What follows belongs to an exercise in optimizing a design on an open flow for small area, a short achievable clock period and few clock cycles per item; a production flow would make more cautious choices. No run shown here included a check of the RTL's function; only the layout flow was run. Power is estimated from default activity; no workload was simulated.

==> flow/design.v, too long to show whole: its modules and the start of the top module <==
// module matvecmult: 2304 lines
// module mv_fa: 4 lines
// module mv_xnor2: 3 lines
module matvecmult(
    CLK,
    RST,
    vector_x,
    vector_b,
    vector_y,
    Q,
    A,
    finish
);
  // ...
==> flow/flow/run.sh <==
#!/bin/bash
set -euo pipefail
export BUFFER_PORTS_ARGS="-buffer_cell sky130_fd_sc_hd__buf_1"
bash standard.sh > standard_make.log 2>&1
==> flow/standard.sh <==
#!/bin/bash
# synth_recipe.tcl (not shown) runs the flow's synth.tcl, then flattens the netlist and writes it again
# the make line also repeats each setting of config.mk as NAME=value (left out here)
make -C /OpenROAD-flow-scripts/flow DESIGN_CONFIG=/design/flow/config.mk WORK_HOME=/design/flow/orfs CLKGATE_MAP_FILE= SYNTH_SCRIPT=/design/flow/synth_recipe.tcl "${@:-finish}"
==> flow/config.mk <==
export PLATFORM = sky130hd
export DESIGN_NAME = matvecmult
export DESIGN_NICKNAME = matvecmult
export VERILOG_FILES = /design/flow/design.v
export SDC_FILE = /design/flow/constraint.sdc
export NUM_CORES = 4
export LEC_CHECK = 0
export CAP_MARGIN = 20
export CORE_MARGIN = 2
export CORE_UTILIZATION = 40
export SLEW_MARGIN = 20
export SYNTH_HIERARCHICAL = 1
export SYNTH_MINIMUM_KEEP_SIZE = 0
==> flow/constraint.sdc <==
create_clock -name core_clock -period 10.0 [get_ports {CLK}]
set_input_delay 2.0000 -clock core_clock [delete_from_list [all_inputs] [get_ports {CLK}]]
set_output_delay 2.0000 -clock core_clock [all_outputs]
set_load 0.01 [all_outputs]
==> qor.csv, run 1 <==
stage,metric,value,unit
outcome,status,no timing/DRC/antenna violations,
global_route,grt_util_met2,36.07,%
pwr,p_total,6.190,mW
yosys,synth_top_area_cell,fa_1,
pwr,switchingPower,2.368,mW
yosys,synth_top_area_share,29.23,%
routing,viasPerCell,4.850,
final_layout,final-clk-cell-share,4.639,%
yosys,synthAdderAreaFrac,29.44,%
routing,drt.antenna.violating_nets,0,
final_layout,fin_area,20930,um^2
yosys,synthesis.area,17540,um^2
timing,final.min_clock_period,3600,ps
final_layout,top_register,cut1,
clock_tree,htreeDepth,1,
final_layout,nMultiInputCombCells,1097,
yosys,synth-xor-area-share,9.839,%
global_route,grt_overflow,0,
yosys,synth_top_family_by_area,adder cells,
pwr,pwr-share-comb,49.4,%
die,tap_cells,585,
final_layout,design.seq.count,299,
final_layout,n_clock_buffer,44,
die,die_y,213.4,um
setup_path,arrival,1600,ps
routing,num_vias,12350,
final_layout,multi_input_area_share,47.63,%
die,fp-row-count,76,
yosys,synthCells,1441,
setup_path,worst-path-stages,4,
routing,wl_met3,3736,um
==> run 2: changes to the inputs <==
--- a/flow/design.v
+++ b/flow/design.v
@@ -13,33 +13,31 @@
 input       [127:0] vector_x;
 input       [127:0] vector_b;
 output      [127:0] vector_y;
 input       [127:0] Q;
 output      [3:0]   A;
 output              finish;
 reg  [4:0] cnt;
 reg        rs;
-reg        slow;
 reg  [3:0] tag1;            
 reg  [3:1] val;          
 reg  [3:1] done;         
 reg        fin;
 reg  [7:0] y_r [0:15];
 reg  [7:0] bsel;
 integer    i;
-wire       skip = rs & ~slow;           
+reg        skip;                        
 wire [3:0] a_w = {cnt[3:1], cnt[0] | skip};
 wire       fetched = cnt[4];            
 assign A = a_w;
 assign finish = fin;
 always @(posedge CLK) begin
-    rs <= RST;
-    if (RST)
-        slow <= rs;
+    rs   <= RST;
+    skip <= RST & ~rs;
     tag1 <= a_w;
     val  <= {val, RST ? ~rs : ~fetched};
 end
 always @(posedge CLK or posedge RST) begin
     if (RST) begin
         cnt  <= 5'd0;
         done <= {3{1'b0}};
         fin  <= 1'b0;
@@ -979,39 +977,39 @@
 wire s921;
 wire s922;
 wire s923;
 wire s924;
 wire s925;
 wire s926;
 wire s927;
 wire s928;
-wire s929;
+wire c929;
 wire s930;
-wire s931;
+wire c931;
 wire s932;
-wire s933;
+wire c933;
 wire s934;
-wire s935;
+wire c935;
 wire s936;
-wire s937;
+wire c937;
 wire s938;
-wire s939;
+wire c939;
 wire s940;
-wire s941;
+wire c941;
 wire s942;
-wire s943;
+wire c943;
 wire s944;
-wire s945;
+wire c945;
 wire s946;
-wire s947;
+wire c947;
 wire s948;
-wire s949;
+wire c949;
 wire s950;
-wire s951;
+wire c951;
 wire s952;
 wire c953;
 wire s954;
 wire c955;
 wire s956;
 wire c957;
 wire s958;
 wire c959;
@@ -1137,31 +1135,31 @@
 wire c1079;
 wire s1080;
 wire c1081;
 wire s1082;
 wire c1083;
 wire s1084;
 wire c1085;
 wire s1086;
-wire c1087;
+wire s1087;
 wire s1088;
-wire c1089;
+wire s1089;
 wire s1090;
-wire c1091;
+wire s1091;
 wire s1092;
-wire c1093;
+wire s1093;
 wire s1094;
-wire c1095;
+wire s1095;
 wire s1096;
-wire c1097;
+wire s1097;
 wire s1098;
-wire c1099;
+wire s1099;
 wire s1100;
-wire c1101;
+wire s1101;
 wire s1102;
 wire s1103;
 wire s1104;
 wire s1105;
 wire s1106;
 wire s1107;
 wire s1108;
 wire s1109;
@@ -1194,32 +1192,32 @@
 wire s1136;
 wire s1137;
 wire s1138;
 wire s1139;
 wire s1140;
 wire s1141;
 wire s1142;
 wire s1143;
-wire c1144;
+wire s1144;
 wire s1145;
-wire c1146;
+wire s1146;
 wire s1147;
-wire c1148;
+wire s1148;
 wire s1149;
-wire c1150;
+wire s1150;
 wire s1151;
-wire c1152;
+wire s1152;
 wire s1153;
-wire c1154;
-wire s1155;
-wire c1156;
-wire s1157;
+wire s1154;
+wire c1155;
+wire s1156;
+wire c1157;
 wire s1158;
-wire s1159;
+wire c1159;
 wire s1160;
 wire s1161;
 wire s1162;
 assign p1 = ~(Q[0] & vector_x[120]);
 assign p2 = ~(Q[0] & vector_x[121]);
 assign p3 = ~(Q[0] & vector_x[122]);
 assign p4 = ~(Q[0] & vector_x[123]);
 assign p5 = ~(Q[0] & vector_x[124]);
@@ -1927,210 +1925,210 @@
 mv_xnor2 us882 (.a(s846), .b(s847), .s(s882));
 mv_xnor2 us883 (.a(s848), .b(s849), .s(s883));
 mv_xnor2 us884 (.a(s850), .b(s851), .s(s884));
 mv_xnor2 us885 (.a(s852), .b(s853), .s(s885));
 mv_xnor2 us886 (.a(s854), .b(s855), .s(s886));
 mv_xnor2 us887 (.a(s856), .b(s857), .s(s887));
 mv_xnor2 us888 (.a(s858), .b(s859), .s(s888));
 mv_xnor2 us889 (.a(s860), .b(s861), .s(s889));
-mv_xnor2 us890 (.a(s862), .b(s863), .s(s890));
-mv_xnor2 us891 (.a(s864), .b(s865), .s(s891));
-mv_xnor2 us892 (.a(s866), .b(s867), .s(s892));
-mv_xnor2 us893 (.a(s868), .b(s869), .s(s893));
-mv_xnor2 us894 (.a(s870), .b(s871), .s(s894));
-mv_xnor2 us895 (.a(s872), .b(s873), .s(s895));
-mv_xnor2 us896 (.a(s874), .b(s875), .s(s896));
-mv_xnor2 us897 (.a(s876), .b(s877), .s(s897));
-mv_xnor2 us898 (.a(s878), .b(s879), .s(s898));
-mv_xnor2 us899 (.a(s880), .b(s881), .s(s899));
-mv_xnor2 us900 (.a(s882), .b(s883), .s(s900));
-mv_xnor2 us901 (.a(s884), .b(s885), .s(s901));
-mv_xnor2 us902 (.a(s886), .b(s887), .s(s902));
-mv_xnor2 us903 (.a(s888), .b(s889), .s(s903));
-mv_xnor2 us904 (.a(bb455), .b(c705), .s(s904));
-mv_xnor2 us905 (.a(c707), .b(c709), .s(s905));
-mv_xnor2 us906 (.a(c711), .b(c713), .s(s906));
-mv_xnor2 us907 (.a(c715), .b(c717), .s(s907));
-mv_xnor2 us908 (.a(c719), .b(c721), .s(s908));
-mv_xnor2 us909 (.a(c723), .b(c725), .s(s909));
-mv_xnor2 us910 (.a(c727), .b(c729), .s(s910));
-mv_xnor2 us911 (.a(c731), .b(c733), .s(s911));
-mv_xnor2 us912 (.a(c735), .b(c737), .s(s912));
-mv_xnor2 us913 (.a(c739), .b(c741), .s(s913));
-mv_xnor2 us914 (.a(c743), .b(c745), .s(s914));
-mv_xnor2 us915 (.a(c747), .b(c749), .s(s915));
-mv_xnor2 us916 (.a(c751), .b(c753), .s(s916));
-mv_xnor2 us917 (.a(c755), .b(c757), .s(s917));
-mv_xnor2 us918 (.a(c759), .b(c761), .s(s918));
-mv_xnor2 us919 (.a(c763), .b(c765), .s(s919));
-mv_xnor2 us920 (.a(c767), .b(s890), .s(s920));
+mv_xnor2 us890 (.a(bb455), .b(c705), .s(s890));
+mv_xnor2 us891 (.a(c707), .b(c709), .s(s891));
+mv_xnor2 us892 (.a(c711), .b(c713), .s(s892));
+mv_xnor2 us893 (.a(c715), .b(c717), .s(s893));
+mv_xnor2 us894 (.a(c719), .b(c721), .s(s894));
+mv_xnor2 us895 (.a(c723), .b(c725), .s(s895));
+mv_xnor2 us896 (.a(c727), .b(c729), .s(s896));
+mv_xnor2 us897 (.a(c731), .b(c733), .s(s897));
+mv_xnor2 us898 (.a(c735), .b(c737), .s(s898));
+mv_xnor2 us899 (.a(c739), .b(c741), .s(s899));
+mv_xnor2 us900 (.a(c743), .b(c745), .s(s900));
+mv_xnor2 us901 (.a(c747), .b(c749), .s(s901));
+mv_xnor2 us902 (.a(c751), .b(c753), .s(s902));
+mv_xnor2 us903 (.a(c755), .b(c757), .s(s903));
+mv_xnor2 us904 (.a(c759), .b(c761), .s(s904));
+mv_xnor2 us905 (.a(c763), .b(c765), .s(s905));
+mv_xnor2 us906 (.a(c767), .b(s862), .s(s906));
+mv_xnor2 us907 (.a(s863), .b(s864), .s(s907));
+mv_xnor2 us908 (.a(s865), .b(s866), .s(s908));
+mv_xnor2 us909 (.a(s867), .b(s868), .s(s909));
+mv_xnor2 us910 (.a(s869), .b(s870), .s(s910));
+mv_xnor2 us911 (.a(s871), .b(s872), .s(s911));
+mv_xnor2 us912 (.a(s873), .b(s874), .s(s912));
+mv_xnor2 us913 (.a(s875), .b(s876), .s(s913));
+mv_xnor2 us914 (.a(s877), .b(s878), .s(s914));
+mv_xnor2 us915 (.a(s879), .b(s880), .s(s915));
+mv_xnor2 us916 (.a(s881), .b(s882), .s(s916));
+mv_xnor2 us917 (.a(s883), .b(s884), .s(s917));
+mv_xnor2 us918 (.a(s885), .b(s886), .s(s918));
+mv_xnor2 us919 (.a(s887), .b(s888), .s(s919));
+mv_xnor2 us920 (.a(s889), .b(s890), .s(s920));
 mv_xnor2 us921 (.a(s891), .b(s892), .s(s921));
 mv_xnor2 us922 (.a(s893), .b(s894), .s(s922));
 mv_xnor2 us923 (.a(s895), .b(s896), .s(s923));
 mv_xnor2 us924 (.a(s897), .b(s898), .s(s924));
 mv_xnor2 us925 (.a(s899), .b(s900), .s(s925));
 mv_xnor2 us926 (.a(s901), .b(s902), .s(s926));
 mv_xnor2 us927 (.a(s903), .b(s904), .s(s927));
-mv_xnor2 us928 (.a(s905), .b(s906), .s(s928));
-mv_xnor2 us929 (.a(s907), .b(s908), .s(s929));
-mv_xnor2 us930 (.a(s909), .b(s910), .s(s930));
-mv_xnor2 us931 (.a(s911), .b(s912), .s(s931));
-mv_xnor2 us932 (.a(s913), .b(s914), .s(s932));
-mv_xnor2 us933 (.a(s915), .b(s916), .s(s933));
-mv_xnor2 us934 (.a(s917), .b(s918), .s(s934));
-mv_xnor2 us935 (.a(s919), .b(s920), .s(s935));
-mv_xnor2 us936 (.a(s921), .b(s922), .s(s936));
-mv_xnor2 us937 (.a(s923), .b(s924), .s(s937));
-mv_xnor2 us938 (.a(s925), .b(s926), .s(s938));
-mv_xnor2 us939 (.a(s927), .b(s928), .s(s939));
-mv_xnor2 us940 (.a(s929), .b(s930), .s(s940));
-mv_xnor2 us941 (.a(s931), .b(s932), .s(s941));
-mv_xnor2 us942 (.a(s933), .b(s934), .s(s942));
-mv_xnor2 us943 (.a(c769), .b(c771), .s(s943));
-mv_xnor2 us944 (.a(c773), .b(c775), .s(s944));
-mv_xnor2 us945 (.a(c777), .b(c779), .s(s945));
-mv_xnor2 us946 (.a(c781), .b(c783), .s(s946));
-mv_xnor2 us947 (.a(c785), .b(c787), .s(s947));
-mv_xnor2 us948 (.a(c789), .b(c791), .s(s948));
-mv_xnor2 us949 (.a(c793), .b(c795), .s(s949));
-mv_xnor2 us950 (.a(c797), .b(c799), .s(s950));
-mv_xnor2 us951 (.a(c801), .b(c803), .s(s951));
-mv_fa us952 (.a(k1_0), .b(k1_1), .c(k1_2), .s(s952), .co(c953));
-mv_fa us954 (.a(k1_10), .b(k1_3), .c(k1_4), .s(s954), .co(c955));
-mv_fa us956 (.a(k1_5), .b(k1_6), .c(k1_7), .s(s956), .co(c957));
-mv_fa us958 (.a(k1_8), .b(k1_9), .c(c953), .s(s958), .co(c959));
-mv_fa us960 (.a(s954), .b(s956), .c(s958), .s(s960), .co(c961));
-mv_fa us962 (.a(k1_11), .b(k1_12), .c(k1_13), .s(s962), .co(c963));
-mv_fa us964 (.a(k1_14), .b(k1_15), .c(k1_16), .s(s964), .co(c965));
-mv_fa us966 (.a(k1_17), .b(k1_18), .c(k1_19), .s(s966), .co(c967));
-mv_fa us968 (.a(k1_20), .b(k1_21), .c(k1_22), .s(s968), .co(c969));
-mv_fa us970 (.a(k1_23), .b(k1_24), .c(k1_25), .s(s970), .co(c971));
-mv_fa us972 (.a(c955), .b(c957), .c(s962), .s(s972), .co(c973));
-mv_fa us974 (.a(s964), .b(s966), .c(s968), .s(s974), .co(c975));
-mv_fa us976 (.a(s970), .b(c959), .c(s972), .s(s976), .co(c977));
-mv_fa us978 (.a(s974), .b(c961), .c(s976), .s(s978), .co(c979));
-mv_fa us980 (.a(k1_26), .b(k1_27), .c(k1_28), .s(s980), .co(c981));
-mv_fa us982 (.a(k1_29), .b(k1_30), .c(k1_31), .s(s982), .co(c983));
-mv_fa us984 (.a(k1_32), .b(k1_33), .c(k1_34), .s(s984), .co(c985));
-mv_fa us986 (.a(k1_35), .b(k1_36), .c(k1_37), .s(s986), .co(c987));
-mv_fa us988 (.a(k1_38), .b(k1_39), .c(k1_40), .s(s988), .co(c989));
-mv_fa us990 (.a(k1_41), .b(k1_42), .c(k1_43), .s(s990), .co(c991));
-mv_fa us992 (.a(k1_44), .b(k1_45), .c(k1_46), .s(s992), .co(c993));
-mv_fa us994 (.a(k1_47), .b(c963), .c(c965), .s(s994), .co(c995));
-mv_fa us996 (.a(c967), .b(c969), .c(c971), .s(s996), .co(c997));
-mv_fa us998 (.a(s980), .b(s982), .c(s984), .s(s998), .co(c999));
-mv_fa us1000 (.a(s986), .b(s988), .c(s990), .s(s1000), .co(c1001));
-mv_fa us1002 (.a(s992), .b(c973), .c(c975), .s(s1002), .co(c1003));
-mv_fa us1004 (.a(s994), .b(s996), .c(s1000), .s(s1004), .co(c1005));
-mv_fa us1006 (.a(s998), .b(c977), .c(s1002), .s(s1006), .co(c1007));
-mv_fa us1008 (.a(k1_48), .b(k1_49), .c(k1_50), .s(s1008), .co(c1009));
-mv_fa us1010 (.a(k1_51), .b(k1_52), .c(k1_53), .s(s1010), .co(c1011));
-mv_fa us1012 (.a(k1_54), .b(k1_55), .c(k1_56), .s(s1012), .co(c1013));
-mv_fa us1014 (.a(k1_57), .b(k1_58), .c(k1_59), .s(s1014), .co(c1015));
-mv_fa us1016 (.a(k1_60), .b(k1_61), .c(k1_62), .s(s1016), .co(c1017));
-mv_fa us1018 (.a(k1_63), .b(k1_64), .c(k1_65), .s(s1018), .co(c1019));
-mv_fa us1020 (.a(k1_66), .b(k1_67), .c(k1_68), .s(s1020), .co(c1021));
-mv_fa us1022 (.a(k1_69), .b(k1_70), .c(k1_71), .s(s1022), .co(c1023));
-mv_fa us1024 (.a(k1_72), .b(k1_73), .c(k1_74), .s(s1024), .co(c1025));
-mv_fa us1026 (.a(k1_75), .b(k1_76), .c(k1_77), .s(s1026), .co(c1027));
-mv_fa us1028 (.a(k1_78), .b(c981), .c(c983), .s(s1028), .co(c1029));
-mv_fa us1030 (.a(c985), .b(c987), .c(c989), .s(s1030), .co(c1031));
-mv_fa us1032 (.a(c991), .b(c993), .c(s1008), .s(s1032), .co(c1033));
-mv_fa us1034 (.a(s1010), .b(s1012), .c(s1014), .s(s1034), .co(c1035));
-mv_fa us1036 (.a(s1016), .b(s1018), .c(s1020), .s(s1036), .co(c1037));
-mv_fa us1038 (.a(s1022), .b(s1024), .c(s1026), .s(s1038), .co(c1039));
-mv_fa us1040 (.a(c995), .b(c997), .c(c1001), .s(s1040), .co(c1041));
-mv_fa us1042 (.a(c999), .b(s1028), .c(s1030), .s(s1042), .co(c1043));
-mv_fa us1044 (.a(s1032), .b(s1034), .c(s1036), .s(s1044), .co(c1045));
-mv_fa us1046 (.a(s1038), .b(c1003), .c(c1005), .s(s1046), .co(c1047));
-mv_fa us1048 (.a(s1040), .b(s1042), .c(s1044), .s(s1048), .co(c1049));
-mv_fa us1050 (.a(k1_100), .b(k1_101), .c(k1_102), .s(s1050), .co(c1051));
-mv_fa us1052 (.a(k1_103), .b(k1_104), .c(k1_105), .s(s1052), .co(c1053));
-mv_fa us1054 (.a(k1_106), .b(k1_107), .c(k1_108), .s(s1054), .co(c1055));
-mv_fa us1056 (.a(k1_109), .b(k1_110), .c(k1_111), .s(s1056), .co(c1057));
-mv_fa us1058 (.a(k1_112), .b(k1_113), .c(k1_114), .s(s1058), .co(c1059));
-mv_fa us1060 (.a(k1_115), .b(k1_79), .c(k1_80), .s(s1060), .co(c1061));
-mv_fa us1062 (.a(k1_81), .b(k1_82), .c(k1_83), .s(s1062), .co(c1063));
-mv_fa us1064 (.a(k1_84), .b(k1_85), .c(k1_86), .s(s1064), .co(c1065));
-mv_fa us1066 (.a(k1_87), .b(k1_88), .c(k1_89), .s(s1066), .co(c1067));
-mv_fa us1068 (.a(k1_90), .b(k1_91), .c(k1_92), .s(s1068), .co(c1069));
-mv_fa us1070 (.a(k1_93), .b(k1_94), .c(k1_95), .s(s1070), .co(c1071));
-mv_fa us1072 (.a(k1_96), .b(k1_97), .c(k1_98), .s(s1072), .co(c1073));
-mv_fa us1074 (.a(k1_99), .b(c1009), .c(c1011), .s(s1074), .co(c1075));
-mv_fa us1076 (.a(c1013), .b(c1015), .c(c1017), .s(s1076), .co(c1077));
-mv_fa us1078 (.a(c1019), .b(c1021), .c(c1023), .s(s1078), .co(c1079));
-mv_fa us1080 (.a(c1025), .b(c1027), .c(s1050), .s(s1080), .co(c1081));
-mv_fa us1082 (.a(s1052), .b(s1054), .c(s1056), .s(s1082), .co(c1083));
-mv_fa us1084 (.a(s1058), .b(s1060), .c(s1062), .s(s1084), .co(c1085));
-mv_fa us1086 (.a(s1064), .b(s1066), .c(s1068), .s(s1086), .co(c1087));
-mv_fa us1088 (.a(s1070), .b(s1072), .c(c1029), .s(s1088), .co(c1089));
-mv_fa us1090 (.a(c1031), .b(c1033), .c(c1035), .s(s1090), .co(c1091));
-mv_fa us1092 (.a(c1037), .b(c1039), .c(s1074), .s(s1092), .co(c1093));
-mv_fa us1094 (.a(s1076), .b(s1078), .c(s1080), .s(s1094), .co(c1095));
-mv_fa us1096 (.a(s1082), .b(s1084), .c(s1086), .s(s1096), .co(c1097));
-mv_fa us1098 (.a(c1041), .b(c1043), .c(s1088), .s(s1098), .co(c1099));
-mv_fa us1100 (.a(c1045), .b(s1090), .c(s1092), .s(s1100), .co(c1101));
-mv_xnor2 us1102 (.a(k1_116), .b(k1_117), .s(s1102));
-mv_xnor2 us1103 (.a(k1_118), .b(k1_119), .s(s1103));
-mv_xnor2 us1104 (.a(k1_120), .b(k1_121), .s(s1104));
-mv_xnor2 us1105 (.a(k1_122), .b(k1_123), .s(s1105));
-mv_xnor2 us1106 (.a(k1_124), .b(k1_125), .s(s1106));
-mv_xnor2 us1107 (.a(k1_126), .b(k1_127), .s(s1107));
-mv_xnor2 us1108 (.a(k1_128), .b(k1_129), .s(s1108));
-mv_xnor2 us1109 (.a(k1_130), .b(k1_131), .s(s1109));
-mv_xnor2 us1110 (.a(k1_132), .b(k1_133), .s(s1110));
-mv_xnor2 us1111 (.a(s1102), .b(s1103), .s(s1111));
-mv_xnor2 us1112 (.a(s1104), .b(s1105), .s(s1112));
-mv_xnor2 us1113 (.a(s1106), .b(s1107), .s(s1113));
-mv_xnor2 us1114 (.a(s1108), .b(s1109), .s(s1114));
-mv_xnor2 us1115 (.a(s1110), .b(s1111), .s(s1115));
-mv_xnor2 us1116 (.a(s1112), .b(s1113), .s(s1116));
-mv_xnor2 us1117 (.a(s1114), .b(c1051), .s(s1117));
-mv_xnor2 us1118 (.a(c1053), .b(c1055), .s(s1118));
-mv_xnor2 us1119 (.a(c1057), .b(c1059), .s(s1119));
-mv_xnor2 us1120 (.a(c1061), .b(c1063), .s(s1120));
-mv_xnor2 us1121 (.a(c1065), .b(c1067), .s(s1121));
-mv_xnor2 us1122 (.a(c1069), .b(c1071), .s(s1122));
-mv_xnor2 us1123 (.a(c1073), .b(s1115), .s(s1123));
-mv_xnor2 us1124 (.a(s1116), .b(s1117), .s(s1124));
-mv_xnor2 us1125 (.a(s1118), .b(s1119), .s(s1125));
-mv_xnor2 us1126 (.a(s1120), .b(s1121), .s(s1126));
-mv_xnor2 us1127 (.a(s1122), .b(s1123), .s(s1127));
-mv_xnor2 us1128 (.a(s1124), .b(s1125), .s(s1128));
-mv_xnor2 us1129 (.a(s1126), .b(c1075), .s(s1129));
-mv_xnor2 us1130 (.a(c1077), .b(c1079), .s(s1130));
-mv_xnor2 us1131 (.a(c1081), .b(c1083), .s(s1131));
-mv_xnor2 us1132 (.a(c1085), .b(c1087), .s(s1132));
-mv_xnor2 us1133 (.a(s1127), .b(s1128), .s(s1133));
-mv_xnor2 us1134 (.a(s1129), .b(s1130), .s(s1134));
-mv_xnor2 us1135 (.a(s1131), .b(s1132), .s(s1135));
-mv_xnor2 us1136 (.a(s1133), .b(s1134), .s(s1136));
-mv_xnor2 us1137 (.a(c1089), .b(s1135), .s(s1137));
-mv_xnor2 us1138 (.a(c1091), .b(c1093), .s(s1138));
-mv_xnor2 us1139 (.a(c1095), .b(c1097), .s(s1139));
-mv_xnor2 us1140 (.a(s1136), .b(s1137), .s(s1140));
-mv_xnor2 us1141 (.a(s1138), .b(s1139), .s(s1141));
-mv_xnor2 us1142 (.a(s1140), .b(c1099), .s(s1142));
-mv_fa us1143 (.a(k2_3), .b(k2_4), .c(k2_5), .s(s1143), .co(c1144));
-mv_fa us1145 (.a(k2_6), .b(k2_7), .c(k2_8), .s(s1145), .co(c1146));
-mv_xnor2 us1147 (.a(c1144), .b(s1145), .s(s1147));
-assign c1148 = c1144 | s1145;
-mv_fa us1149 (.a(k2_10), .b(k2_11), .c(k2_12), .s(s1149), .co(c1150));
-mv_fa us1151 (.a(k2_13), .b(k2_14), .c(k2_9), .s(s1151), .co(c1152));
-mv_fa us1153 (.a(c1146), .b(s1149), .c(s1151), .s(s1153), .co(c1154));
-mv_xnor2 us1155 (.a(c1148), .b(s1153), .s(s1155));
-assign c1156 = c1148 | s1153;
-mv_xnor2 us1157 (.a(k2_15), .b(k2_16), .s(s1157));
-mv_xnor2 us1158 (.a(k2_17), .b(s1157), .s(s1158));
-mv_xnor2 us1159 (.a(s1158), .b(c1150), .s(s1159));
-mv_xnor2 us1160 (.a(c1152), .b(s1159), .s(s1160));
-mv_xnor2 us1161 (.a(s1160), .b(c1154), .s(s1161));
-mv_xnor2 us1162 (.a(s1161), .b(c1156), .s(s1162));
-reg [133:0] cut1;
+mv_fa us928 (.a(k1_0), .b(k1_1), .c(k1_2), .s(s928), .co(c929));
+mv_fa us930 (.a(k1_10), .b(k1_3), .c(k1_4), .s(s930), .co(c931));
+mv_fa us932 (.a(k1_5), .b(k1_6), .c(k1_7), .s(s932), .co(c933));
+mv_fa us934 (.a(k1_8), .b(k1_9), .c(c929), .s(s934), .co(c935));
+mv_fa us936 (.a(s930), .b(s932), .c(s934), .s(s936), .co(c937));
+mv_fa us938 (.a(k1_11), .b(k1_12), .c(k1_13), .s(s938), .co(c939));
+mv_fa us940 (.a(k1_14), .b(k1_15), .c(k1_16), .s(s940), .co(c941));
+mv_fa us942 (.a(k1_17), .b(k1_18), .c(k1_19), .s(s942), .co(c943));
+mv_fa us944 (.a(k1_20), .b(k1_21), .c(k1_22), .s(s944), .co(c945));
+mv_fa us946 (.a(k1_23), .b(k1_24), .c(k1_25), .s(s946), .co(c947));
+mv_fa us948 (.a(c931), .b(c933), .c(s938), .s(s948), .co(c949));
+mv_fa us950 (.a(s940), .b(s942), .c(s944), .s(s950), .co(c951));
+mv_fa us952 (.a(s946), .b(c935), .c(s948), .s(s952), .co(c953));
+mv_fa us954 (.a(s950), .b(c937), .c(s952), .s(s954), .co(c955));
+mv_fa us956 (.a(k1_26), .b(k1_27), .c(k1_28), .s(s956), .co(c957));
+mv_fa us958 (.a(k1_29), .b(k1_30), .c(k1_31), .s(s958), .co(c959));
+mv_fa us960 (.a(k1_32), .b(k1_33), .c(k1_34), .s(s960), .co(c961));
+mv_fa us962 (.a(k1_35), .b(k1_36), .c(k1_37), .s(s962), .co(c963));
+mv_fa us964 (.a(k1_38), .b(k1_39), .c(k1_40), .s(s964), .co(c965));
+mv_fa us966 (.a(k1_41), .b(k1_42), .c(k1_43), .s(s966), .co(c967));
+mv_fa us968 (.a(k1_44), .b(k1_45), .c(k1_46), .s(s968), .co(c969));
+mv_fa us970 (.a(k1_47), .b(c939), .c(c941), .s(s970), .co(c971));
+mv_fa us972 (.a(c943), .b(c945), .c(c947), .s(s972), .co(c973));
+mv_fa us974 (.a(s956), .b(s958), .c(s960), .s(s974), .co(c975));
+mv_fa us976 (.a(s962), .b(s964), .c(s966), .s(s976), .co(c977));
+mv_fa us978 (.a(s968), .b(c949), .c(c951), .s(s978), .co(c979));
+mv_fa us980 (.a(s970), .b(s972), .c(s974), .s(s980), .co(c981));
+mv_fa us982 (.a(s976), .b(c953), .c(s978), .s(s982), .co(c983));
+mv_fa us984 (.a(s980), .b(c955), .c(s982), .s(s984), .co(c985));
+mv_fa us986 (.a(k1_48), .b(k1_49), .c(k1_50), .s(s986), .co(c987));
+mv_fa us988 (.a(k1_51), .b(k1_52), .c(k1_53), .s(s988), .co(c989));
+mv_fa us990 (.a(k1_54), .b(k1_55), .c(k1_56), .s(s990), .co(c991));
+mv_fa us992 (.a(k1_57), .b(k1_58), .c(k1_59), .s(s992), .co(c993));
+mv_fa us994 (.a(k1_60), .b(k1_61), .c(k1_62), .s(s994), .co(c995));
+mv_fa us996 (.a(k1_63), .b(k1_64), .c(k1_65), .s(s996), .co(c997));
+mv_fa us998 (.a(k1_66), .b(k1_67), .c(k1_68), .s(s998), .co(c999));
+mv_fa us1000 (.a(k1_69), .b(k1_70), .c(k1_71), .s(s1000), .co(c1001));
+mv_fa us1002 (.a(k1_72), .b(k1_73), .c(k1_74), .s(s1002), .co(c1003));
+mv_fa us1004 (.a(k1_75), .b(k1_76), .c(k1_77), .s(s1004), .co(c1005));
+mv_fa us1006 (.a(k1_78), .b(c957), .c(c959), .s(s1006), .co(c1007));
+mv_fa us1008 (.a(c961), .b(c963), .c(c965), .s(s1008), .co(c1009));
+mv_fa us1010 (.a(c967), .b(c969), .c(s1000), .s(s1010), .co(c1011));
+mv_fa us1012 (.a(s1002), .b(s1004), .c(s986), .s(s1012), .co(c1013));
+mv_fa us1014 (.a(s988), .b(s990), .c(s992), .s(s1014), .co(c1015));
+mv_fa us1016 (.a(s994), .b(s996), .c(s998), .s(s1016), .co(c1017));
+mv_fa us1018 (.a(c971), .b(c973), .c(c975), .s(s1018), .co(c1019));
+mv_fa us1020 (.a(c977), .b(s1006), .c(s1008), .s(s1020), .co(c1021));
+mv_fa us1022 (.a(s1010), .b(s1012), .c(s1014), .s(s1022), .co(c1023));
+mv_fa us1024 (.a(s1016), .b(c979), .c(c981), .s(s1024), .co(c1025));
+mv_fa us1026 (.a(s1018), .b(s1020), .c(s1022), .s(s1026), .co(c1027));
+mv_fa us1028 (.a(c983), .b(s1024), .c(s1026), .s(s1028), .co(c1029));
+mv_fa us1030 (.a(k1_100), .b(k1_101), .c(k1_102), .s(s1030), .co(c1031));
+mv_fa us1032 (.a(k1_103), .b(k1_104), .c(k1_105), .s(s1032), .co(c1033));
+mv_fa us1034 (.a(k1_106), .b(k1_107), .c(k1_108), .s(s1034), .co(c1035));
+mv_fa us1036 (.a(k1_109), .b(k1_110), .c(k1_111), .s(s1036), .co(c1037));
+mv_fa us1038 (.a(k1_112), .b(k1_113), .c(k1_114), .s(s1038), .co(c1039));
+mv_fa us1040 (.a(k1_115), .b(k1_79), .c(k1_80), .s(s1040), .co(c1041));
+mv_fa us1042 (.a(k1_81), .b(k1_82), .c(k1_83), .s(s1042), .co(c1043));
+mv_fa us1044 (.a(k1_84), .b(k1_85), .c(k1_86), .s(s1044), .co(c1045));
+mv_fa us1046 (.a(k1_87), .b(k1_88), .c(k1_89), .s(s1046), .co(c1047));
+mv_fa us1048 (.a(k1_90), .b(k1_91), .c(k1_92), .s(s1048), .co(c1049));
+mv_fa us1050 (.a(k1_93), .b(k1_94), .c(k1_95), .s(s1050), .co(c1051));
+mv_fa us1052 (.a(k1_96), .b(k1_97), .c(k1_98), .s(s1052), .co(c1053));
+mv_fa us1054 (.a(k1_99), .b(c1001), .c(c1003), .s(s1054), .co(c1055));
+mv_fa us1056 (.a(c1005), .b(c987), .c(c989), .s(s1056), .co(c1057));
+mv_fa us1058 (.a(c991), .b(c993), .c(c995), .s(s1058), .co(c1059));
+mv_fa us1060 (.a(c997), .b(c999), .c(s1030), .s(s1060), .co(c1061));
+mv_fa us1062 (.a(s1032), .b(s1034), .c(s1036), .s(s1062), .co(c1063));
+mv_fa us1064 (.a(s1038), .b(s1040), .c(s1042), .s(s1064), .co(c1065));
+mv_fa us1066 (.a(s1044), .b(s1046), .c(s1048), .s(s1066), .co(c1067));
+mv_fa us1068 (.a(s1050), .b(s1052), .c(c1007), .s(s1068), .co(c1069));
+mv_fa us1070 (.a(c1009), .b(c1011), .c(c1013), .s(s1070), .co(c1071));
+mv_fa us1072 (.a(c1015), .b(c1017), .c(s1054), .s(s1072), .co(c1073));
+mv_fa us1074 (.a(s1056), .b(s1058), .c(s1060), .s(s1074), .co(c1075));
+mv_fa us1076 (.a(s1062), .b(s1064), .c(s1066), .s(s1076), .co(c1077));
+mv_fa us1078 (.a(c1019), .b(c1021), .c(s1068), .s(s1078), .co(c1079));
+mv_fa us1080 (.a(c1023), .b(s1070), .c(s1072), .s(s1080), .co(c1081));
+mv_fa us1082 (.a(s1074), .b(s1076), .c(c1025), .s(s1082), .co(c1083));
+mv_fa us1084 (.a(s1078), .b(c1027), .c(s1080), .s(s1084), .co(c1085));
+mv_xnor2 us1086 (.a(k1_116), .b(k1_117), .s(s1086));
+mv_xnor2 us1087 (.a(k1_118), .b(k1_119), .s(s1087));
+mv_xnor2 us1088 (.a(k1_120), .b(k1_121), .s(s1088));
+mv_xnor2 us1089 (.a(k1_122), .b(k1_123), .s(s1089));
+mv_xnor2 us1090 (.a(k1_124), .b(k1_125), .s(s1090));
+mv_xnor2 us1091 (.a(k1_126), .b(k1_127), .s(s1091));
+mv_xnor2 us1092 (.a(k1_128), .b(k1_129), .s(s1092));
+mv_xnor2 us1093 (.a(k1_130), .b(k1_131), .s(s1093));
+mv_xnor2 us1094 (.a(k1_132), .b(k1_133), .s(s1094));
+mv_xnor2 us1095 (.a(k1_134), .b(k1_135), .s(s1095));
+mv_xnor2 us1096 (.a(k1_136), .b(k1_137), .s(s1096));
+mv_xnor2 us1097 (.a(k1_138), .b(k1_139), .s(s1097));
+mv_xnor2 us1098 (.a(k1_140), .b(k1_141), .s(s1098));
+mv_xnor2 us1099 (.a(k1_142), .b(k1_143), .s(s1099));
+mv_xnor2 us1100 (.a(k1_144), .b(k1_145), .s(s1100));
+mv_xnor2 us1101 (.a(k1_146), .b(k1_147), .s(s1101));
+mv_xnor2 us1102 (.a(k1_148), .b(k1_149), .s(s1102));
+mv_xnor2 us1103 (.a(k1_150), .b(k1_151), .s(s1103));
+mv_xnor2 us1104 (.a(k1_152), .b(k1_153), .s(s1104));
+mv_xnor2 us1105 (.a(k1_154), .b(k1_155), .s(s1105));
+mv_xnor2 us1106 (.a(k1_156), .b(k1_157), .s(s1106));
+mv_xnor2 us1107 (.a(s1086), .b(s1087), .s(s1107));
+mv_xnor2 us1108 (.a(s1088), .b(s1089), .s(s1108));
+mv_xnor2 us1109 (.a(s1090), .b(s1091), .s(s1109));
+mv_xnor2 us1110 (.a(s1092), .b(s1093), .s(s1110));
+mv_xnor2 us1111 (.a(s1094), .b(s1095), .s(s1111));
+mv_xnor2 us1112 (.a(s1096), .b(s1097), .s(s1112));
+mv_xnor2 us1113 (.a(s1098), .b(s1099), .s(s1113));
+mv_xnor2 us1114 (.a(s1100), .b(s1101), .s(s1114));
+mv_xnor2 us1115 (.a(s1102), .b(s1103), .s(s1115));
+mv_xnor2 us1116 (.a(s1104), .b(s1105), .s(s1116));
+mv_xnor2 us1117 (.a(s1106), .b(c1031), .s(s1117));
+mv_xnor2 us1118 (.a(c1033), .b(c1035), .s(s1118));
+mv_xnor2 us1119 (.a(c1037), .b(c1039), .s(s1119));
+mv_xnor2 us1120 (.a(c1041), .b(c1043), .s(s1120));
+mv_xnor2 us1121 (.a(c1045), .b(c1047), .s(s1121));
+mv_xnor2 us1122 (.a(c1049), .b(c1051), .s(s1122));
+mv_xnor2 us1123 (.a(c1053), .b(s1107), .s(s1123));
+mv_xnor2 us1124 (.a(s1108), .b(s1109), .s(s1124));
+mv_xnor2 us1125 (.a(s1110), .b(s1111), .s(s1125));
+mv_xnor2 us1126 (.a(s1112), .b(s1113), .s(s1126));
+mv_xnor2 us1127 (.a(s1114), .b(s1115), .s(s1127));
+mv_xnor2 us1128 (.a(s1116), .b(s1117), .s(s1128));
+mv_xnor2 us1129 (.a(s1118), .b(s1119), .s(s1129));
+mv_xnor2 us1130 (.a(s1120), .b(s1121), .s(s1130));
+mv_xnor2 us1131 (.a(s1122), .b(s1123), .s(s1131));
+mv_xnor2 us1132 (.a(s1124), .b(s1125), .s(s1132));
+mv_xnor2 us1133 (.a(s1126), .b(s1127), .s(s1133));
+mv_xnor2 us1134 (.a(c1055), .b(c1057), .s(s1134));
+mv_xnor2 us1135 (.a(c1059), .b(c1061), .s(s1135));
+mv_xnor2 us1136 (.a(c1063), .b(c1065), .s(s1136));
+mv_xnor2 us1137 (.a(c1067), .b(s1128), .s(s1137));
+mv_xnor2 us1138 (.a(s1129), .b(s1130), .s(s1138));
+mv_xnor2 us1139 (.a(s1131), .b(s1132), .s(s1139));
+mv_xnor2 us1140 (.a(s1133), .b(s1134), .s(s1140));
+mv_xnor2 us1141 (.a(s1135), .b(s1136), .s(s1141));
+mv_xnor2 us1142 (.a(s1137), .b(s1138), .s(s1142));
+mv_xnor2 us1143 (.a(c1069), .b(c1071), .s(s1143));
+mv_xnor2 us1144 (.a(c1073), .b(s1139), .s(s1144));
+mv_xnor2 us1145 (.a(s1140), .b(c1075), .s(s1145));
+mv_xnor2 us1146 (.a(c1077), .b(s1141), .s(s1146));
+mv_xnor2 us1147 (.a(s1142), .b(s1143), .s(s1147));
+mv_xnor2 us1148 (.a(s1144), .b(s1145), .s(s1148));
+mv_xnor2 us1149 (.a(s1146), .b(c1079), .s(s1149));
+mv_xnor2 us1150 (.a(c1081), .b(s1147), .s(s1150));
+mv_xnor2 us1151 (.a(s1148), .b(s1149), .s(s1151));
+mv_xnor2 us1152 (.a(s1150), .b(c1083), .s(s1152));
+mv_xnor2 us1153 (.a(s1151), .b(c1085), .s(s1153));
+mv_xnor2 us1154 (.a(k2_4), .b(k2_5), .s(s1154));
+assign c1155 = k2_4 | k2_5;
+mv_fa us1156 (.a(k2_6), .b(k2_7), .c(k2_8), .s(s1156), .co(c1157));
+mv_xnor2 us1158 (.a(c1155), .b(s1156), .s(s1158));
+assign c1159 = c1155 | s1156;
+mv_xnor2 us1160 (.a(k2_10), .b(k2_9), .s(s1160));
+mv_xnor2 us1161 (.a(s1160), .b(c1157), .s(s1161));
+mv_xnor2 us1162 (.a(s1161), .b(c1159), .s(s1162));
+reg [157:0] cut1;
 wire k1_0 = cut1[0];
 wire k1_1 = cut1[1];
 wire k1_2 = cut1[2];
 wire k1_3 = cut1[3];
 wire k1_4 = cut1[4];
 wire k1_5 = cut1[5];
 wire k1_6 = cut1[6];
 wire k1_7 = cut1[7];
@@ -2255,46 +2253,63 @@
 wire k1_126 = cut1[126];
 wire k1_127 = cut1[127];
 wire k1_128 = cut1[128];
 wire k1_129 = cut1[129];
 wire k1_130 = cut1[130];
 wire k1_131 = cut1[131];
 wire k1_132 = cut1[132];
 wire k1_133 = cut1[133];
+wire k1_134 = cut1[134];
+wire k1_135 = cut1[135];
+wire k1_136 = cut1[136];
+wire k1_137 = cut1[137];
+wire k1_138 = cut1[138];
+wire k1_139 = cut1[139];
+wire k1_140 = cut1[140];
+wire k1_141 = cut1[141];
+wire k1_142 = cut1[142];
+wire k1_143 = cut1[143];
+wire k1_144 = cut1[144];
+wire k1_145 = cut1[145];
+wire k1_146 = cut1[146];
+wire k1_147 = cut1[147];
+wire k1_148 = cut1[148];
+wire k1_149 = cut1[149];
+wire k1_150 = cut1[150];
+wire k1_151 = cut1[151];
+wire k1_152 = cut1[152];
+wire k1_153 = cut1[153];
+wire k1_154 = cut1[154];
+wire k1_155 = cut1[155];
+wire k1_156 = cut1[156];
+wire k1_157 = cut1[157];
 always @(posedge CLK)
-    cut1 <= {s951, s950, s949, s948, s947, s946, s945, s944, s943, s942, s941, s940, s939, s938, s937, s936, s935, c805, s804, s802, s800, s798, s796, s794, s792, s790, s788, s786, s784, s782, s780, s778, s776, s774, s772, s770, s768, c703, c701, c699, c697, c695, c693, c691, c689, c687, c685, c683, c681, c679, c677, c675, c673, s766, s764, s702, s700, s698, s696, s694, s692, s690, s688, s686, s684, s682, s680, s678, s676, s674, s672, c619, c617, c615, c613, c611, c609, c607, c605, c603, c601, c599, c597, c595, s670, s668, s618, s616, s614, s612, s610, s608, s606, s604, s602, s600, s598, s596, s594, c551, c549, c547, c545, c543, c541, c539, c537, c535, s550, s548, s546, s544, s542, s540, s538, s536, s534, c501, c499, c497, c495, c493, c491, s500, s498, s496, s494, s492, s490, c469, c467, s468, s466, s464};
+    cut1 <= {s927, s926, s925, s924, s923, s922, s921, s920, c805, c803, c801, c799, c797, c795, c793, c791, c789, c787, c785, c783, c781, c779, c777, c775, c773, c771, c769, s919, s918, s917, s916, s915, s914, s913, s912, s911, s910, s909, s908, s907, s906, s905, s804, s802, s800, s798, s796, s794, s792, s790, s788, s786, s784, s782, s780, s778, s776, s774, s772, s770, s768, c703, c701, c699, c697, c695, c693, c691, c689, c687, c685, c683, c681, c679, c677, c675, c673, s766, s764, s702, s700, s698, s696, s694, s692, s690, s688, s686, s684, s682, s680, s678, s676, s674, c619, c617, c615, c613, c611, c609, c607, s672, c605, c603, c601, c599, c597, c595, s670, s668, s618, s616, s614, s612, s610, s608, s606, s604, s602, s600, s598, s596, s594, c551, c549, c547, c545, c543, c541, c539, c537, c535, s550, s548, s546, s544, s542, s540, s538, s536, s534, c501, c499, c497, c495, c493, c491, s500, s498, s496, s494, s492, c469, c467, s490, s468, s466, s464};
 reg b0_1;
 always @(posedge CLK)
     b0_1 <= bsel[0];
-reg [17:0] cut2;
+reg [10:0] cut2;
 wire k2_0 = cut2[0];
 wire k2_1 = cut2[1];
 wire k2_2 = cut2[2];
 wire k2_3 = cut2[3];
 wire k2_4 = cut2[4];
 wire k2_5 = cut2[5];
 wire k2_6 = cut2[6];
 wire k2_7 = cut2[7];
 wire k2_8 = cut2[8];
 wire k2_9 = cut2[9];
 wire k2_10 = cut2[10];
-wire k2_11 = cut2[11];
-wire k2_12 = cut2[12];
-wire k2_13 = cut2[13];
-wire k2_14 = cut2[14];
-wire k2_15 = cut2[15];
-wire k2_16 = cut2[16];
-wire k2_17 = cut2[17];
 always @(posedge CLK)
-    cut2 <= {s1142, c1101, s1141, s1100, c1049, s1098, c1047, s1096, s1094, s1048, s1046, c1007, s1006, c979, s1004, s978, s960, s952};
+    cut2 <= {s1153, s1152, s1084, c1029, s1082, s1028, c985, s984, s954, s936, s928};
 reg b0_2;
 always @(posedge CLK)
     b0_2 <= b0_1;
-wire [6:0] sum = ~{s1162, s1155, s1147, s1143, k2_2, k2_1, k2_0};
+wire [6:0] sum = ~{s1162, s1158, s1154, k2_3, k2_2, k2_1, k2_0};
 always @(posedge CLK) begin
     if (val[3]) begin
         for (i = 0; i < 15; i = i + 1)
             y_r[i] <= y_r[i + 1];
         y_r[15] <= {sum, b0_2};
     end
 end
 genvar g;
==> run 2 against run 1 <==
Compared with the run above: fmax increased by 5.5%; clock skew is 7.1 ps lower; worst setup slack improved by 190 ps; clock power rose by 16%; largest power group unchanged; critical path type unchanged; area after synthesis grew 0.92%; worst hold slack about the same; die area rose by 0.91%; core utilization increased by 0.098 points; still clean; power up 13%; clock-buffer cell count up 6; sequential share of layout area up 0.87 points.
==> qor.csv, run 2 <==
stage,metric,value,unit,change
yosys,yosysMostFrequentCell,nand2_1,,
pwr,irDropWorstVdd,0.3138,mV,
final_layout,syn2layout_area_growth,20.60,%,
final_layout,largest_reg_flops,158,,
yosys,ys_ff_latch,316,,
final_layout,nets,2573,,
global_route,grt_max_degree,86,,
global_route,grt_antenna_before_repair,4,,
global_route,met3_usage,4.624,%,
final_layout,fin_area,21340,um^2,+2.0%
timing,final.min_clock_period,3413,ps,-187.5 ps
yosys,synthCells,1420,,-1.5%
routing,dr.first_iter.drc_count,633,,
min_path,min_path_type,reg -> reg,,
final_layout,reg_top3,"cut1 (158), y_r (128), cut2 (11)",,
final_layout,top_register,cut1,,
placement,place_area,20180,um^2,
yosys,synthesis.area,17700,um^2,+0.92%
yosys,yosysSeqAreaShare,43.21,%,
setup_path,start_kind,flop,,
global_route,grt_util_met1,32.75,%,
setup_path,cp_common_cell,inv_1,,
setup_path,cp-end-kind,output port,,
clock_tree,cts_resized,0,,
final_layout,postLayoutCoreUtil,48.58,%,
routing,postRouteWirelength,53850,um,
placement,io_buffers,486,,
placement,dp_slack,6082,ps,
pwr,p_leak,7.442,nW,
timing,fin_setup_tns,0,ps,
clock_tree,hold_buffers,0,,
clock_tree,cts_sinks,316,,
setup_path,slowest_stage,dfxtp_1,,
yosys,netlist_top_cells_area,"fa_1 29%, edfxtp_1 22%, dfxtp_1 20%, nand2_1 9.7%, xnor2_1 9.7%",,
setup_path,worst_ep_required_time,8000,ps,
yosys,synthArstFlopShare,2.532,%,
pwr,p_total,7.025,mW,+13%
die,die_y,214.3,um,+0.45%
final_layout,layout_commonest_cell,buf_1,,
die,fp-row-count,77,,+1.3%
yosys,yosys_warnings,8,,
setup_path,arrival,1410,ps,-190 ps
global_route,grt_util_met2,37.60,%,+1.5 points
clock_tree,htreeDepth,2,,+1
setup_path,crit_type,reg -> out,,
final_layout,final_cell_mix,"486 x buf_1, 459 x nand2_1, 256 x fa_1, 195 x xnor2_1, 178 x dfxtp_1",,
timing,fin_ws,6587,ps,
outcome,status,no timing/DRC/antenna violations,,
die,core_area,43930,um^2,
clock_tree,postCtsSetupBuffers,0,,
placement,dp_cells,2481,,
global_route,grt_pass1_wl,80050,um,
setup_path,crit_path_max_incr_delay,330,ps,
yosys,postSynthAreaPerCell,12.46,um^2,
yosys,syn_nets,2065,,
routing,num_vias,12400,,+0.39%
setup_path,path_max_fanout,3,,
timing,fin_crit_sh,34.13,%,
routing,wl_per_cell,21.12,um,
final_layout,fillerInstances,4045,,
routing,drc,0,,
global_route,grt_usage,23.46,%,
timing,timing.hold.ws,325.8,ps,
placement,gp_congestion,0.9244,,
routing,drt_first_pass_iters,5,,
yosys,synth_common_cells,"459 x nand2_1, 256 x fa_1, 195 x xnor2_1, 180 x dfxtp_1, 128 x edfxtp_1",,
die,fp.dieW,214.3,um,
yosys,yosys_most_used_dff,dfxtp_1,,
final_layout,fin_cells,2550,,
setup_path,crit_chain,inv_1 > ha_1 > inv_1 > buf_1,,
die,dieArea,45940,um^2,
clock_tree,cts_buffer_depth,3,,
clock_tree,cts_buffers,37,,
global_route,grt-busiest-layer,met2,,
timing,slew_violations,0,,
yosys,synth_cell_types,62,,
final_layout,drive_above_1_share,4.145,%,
timing,slew_headroom,30.61,%,
yosys,synth_top_area_cell,fa_1,,
timing,fin_skew,13.96,ps,
yosys,synth_top_area_share,28.96,%,-0.27 points
yosys,synth_edf_count,128,,
clock_tree,cts_tree,yes,,
pwr,power_density,329.2,nW/um^2,
clock_tree,cts_root_buffer,clkbuf_16,,
clock_tree,cts.clk_slew.worst_paths,50,ps,
setup_path,r2r_slack,7000,ps,
global_route,grt_pass1_vias,13080,,
timing,fmaxAchievable,293.0,MHz,
timing,worst_pin_slew,1041,ps,
routing,viasPerCell,4.863,,+0.27%
die,start_util,40.28,%,
die,num_io_pins,519,,
timing,rsz0062_at_grt,no,,
run,max_cap_violations,0,,
routing,drt.antenna.violating_nets,0,,unchanged
timing,final-setup-viol-count,0,,
clock_tree,insertion_delay,540,ps,
global_route,grt_overflow,0,,unchanged
placement,dp_hpwl,45410,um,
timing,hold_viol,0,,
## run 2: cell count changes after synthesis, sizes merged, moves of 4 or more
cell and change:
mux2i -6, dfxtp +18, o21ai -10, buf -5, nor2 -8, a221o -4, mux4 +8, a31oi -5
nand3 +4, a21oi -8, nand4b -4
## run 2: modules after synthesis (local to each module, per instance)
module,times used,cells inside
mv_xnor2,195,1
matvecmult,1,970
mv_fa,255,1
## run 2: final timing paths
kind	startpoint	cells after the start	endpoint
min in group asynchronous	RST	2	cnt[3]
worst min register to register	val[2]	0	val[3]
worst min-delay path	val[2]	0	val[3]
worst max register to register	cut1[51]	6	cut2[10]
max in group asynchronous	RST	2	cnt[0]
worst max-delay path	skip	4	A[0]
## run 2: metal layers
| metal | wire (um) | part of all wire, % |
|---|---|---|
| met5 | 0 | 0 |
| met4 | 1213 | 2.3 |
| met3 | 3532 | 6.6 |
| met2 | 25370 | 47 |
| met1 | 23730 | 44 |
## run 2: cells by family after synthesis
kind of cell    count (synthesis)  share of synthesized area [%]
simple gates                  504                          11.23
xor+xnor                      197                          9.750
compound gates                 67                          2.680
buf+inv                        40                          1.068
fa+ha+maj                     259                          29.17
mux                            37                          2.892
flops                         316                          43.21
## run 2: where the power goes
group / leakage (nW) / switching, mW / internal, mW / total (mW)
logic: 4.07 / 1.93 / 1.73 / 3.66
clock network: 0.566 / 0.532 / 0.747 / 1.28
registers: 2.81 / 0.243 / 1.85 / 2.09
## run 2: layout make-up
type	count	area [um^2]	share of cell area, %
multi-input cells	1064	9861	46.20
repair buffers	491	1862	8.724
clock buffers	50	1025	4.802
diodes	4	10.01	0.04690
well taps	592	740.7	3.471
clock inverters	15	123.9	0.5804
flip-flops and latches	316	7652	35.86
inverters	18	67.56	0.3166
## run 2: worst max-delay path, delay by kind of cell (launching register included)
| family | cells | cell delay [ps] |
|---|---|---|
| buffers and inverters | 3 | 360 |
| DFF | 1 | 330 |
| adders and majority gates | 1 | 190 |

==> port drivers added, routing unchanged <==
The results above use ideal ports. As a check the final layouts listed here were re-extracted and re-timed, cells and wires unchanged.
Step 1 assumes that a clkbuf_16 drives the clock port and a buf_2 every other input.
Step 2 adds t to the input delays and takes it off the output delays; t is the mean of the earliest and latest rising clock arrival at the registers after step 1. Input paths then give back, and output paths get back, about the clock's delay inside the block.
a / b / c = ideal / step 1 / step 2; a / b = the first two.
| run | t (ns) | setup WS [ns] | hold WS [ns] | cell pins on the clock port's net |
|---|---|---|---|---|
| run 1 | 0.613 | 6.400 / 6.347 / 6.059 | 0.326 / 0.326 / 0.326 | 1 |
| run 2 | 0.595 | 6.587 / 6.530 / 6.096 | 0.326 / 0.326 / 0.326 | 1 |
After both steps every run listed still meets setup and hold. The setup slack of run 2, which loses most, moves by -0.057 ns with the drivers and by -0.491 ns with both steps.
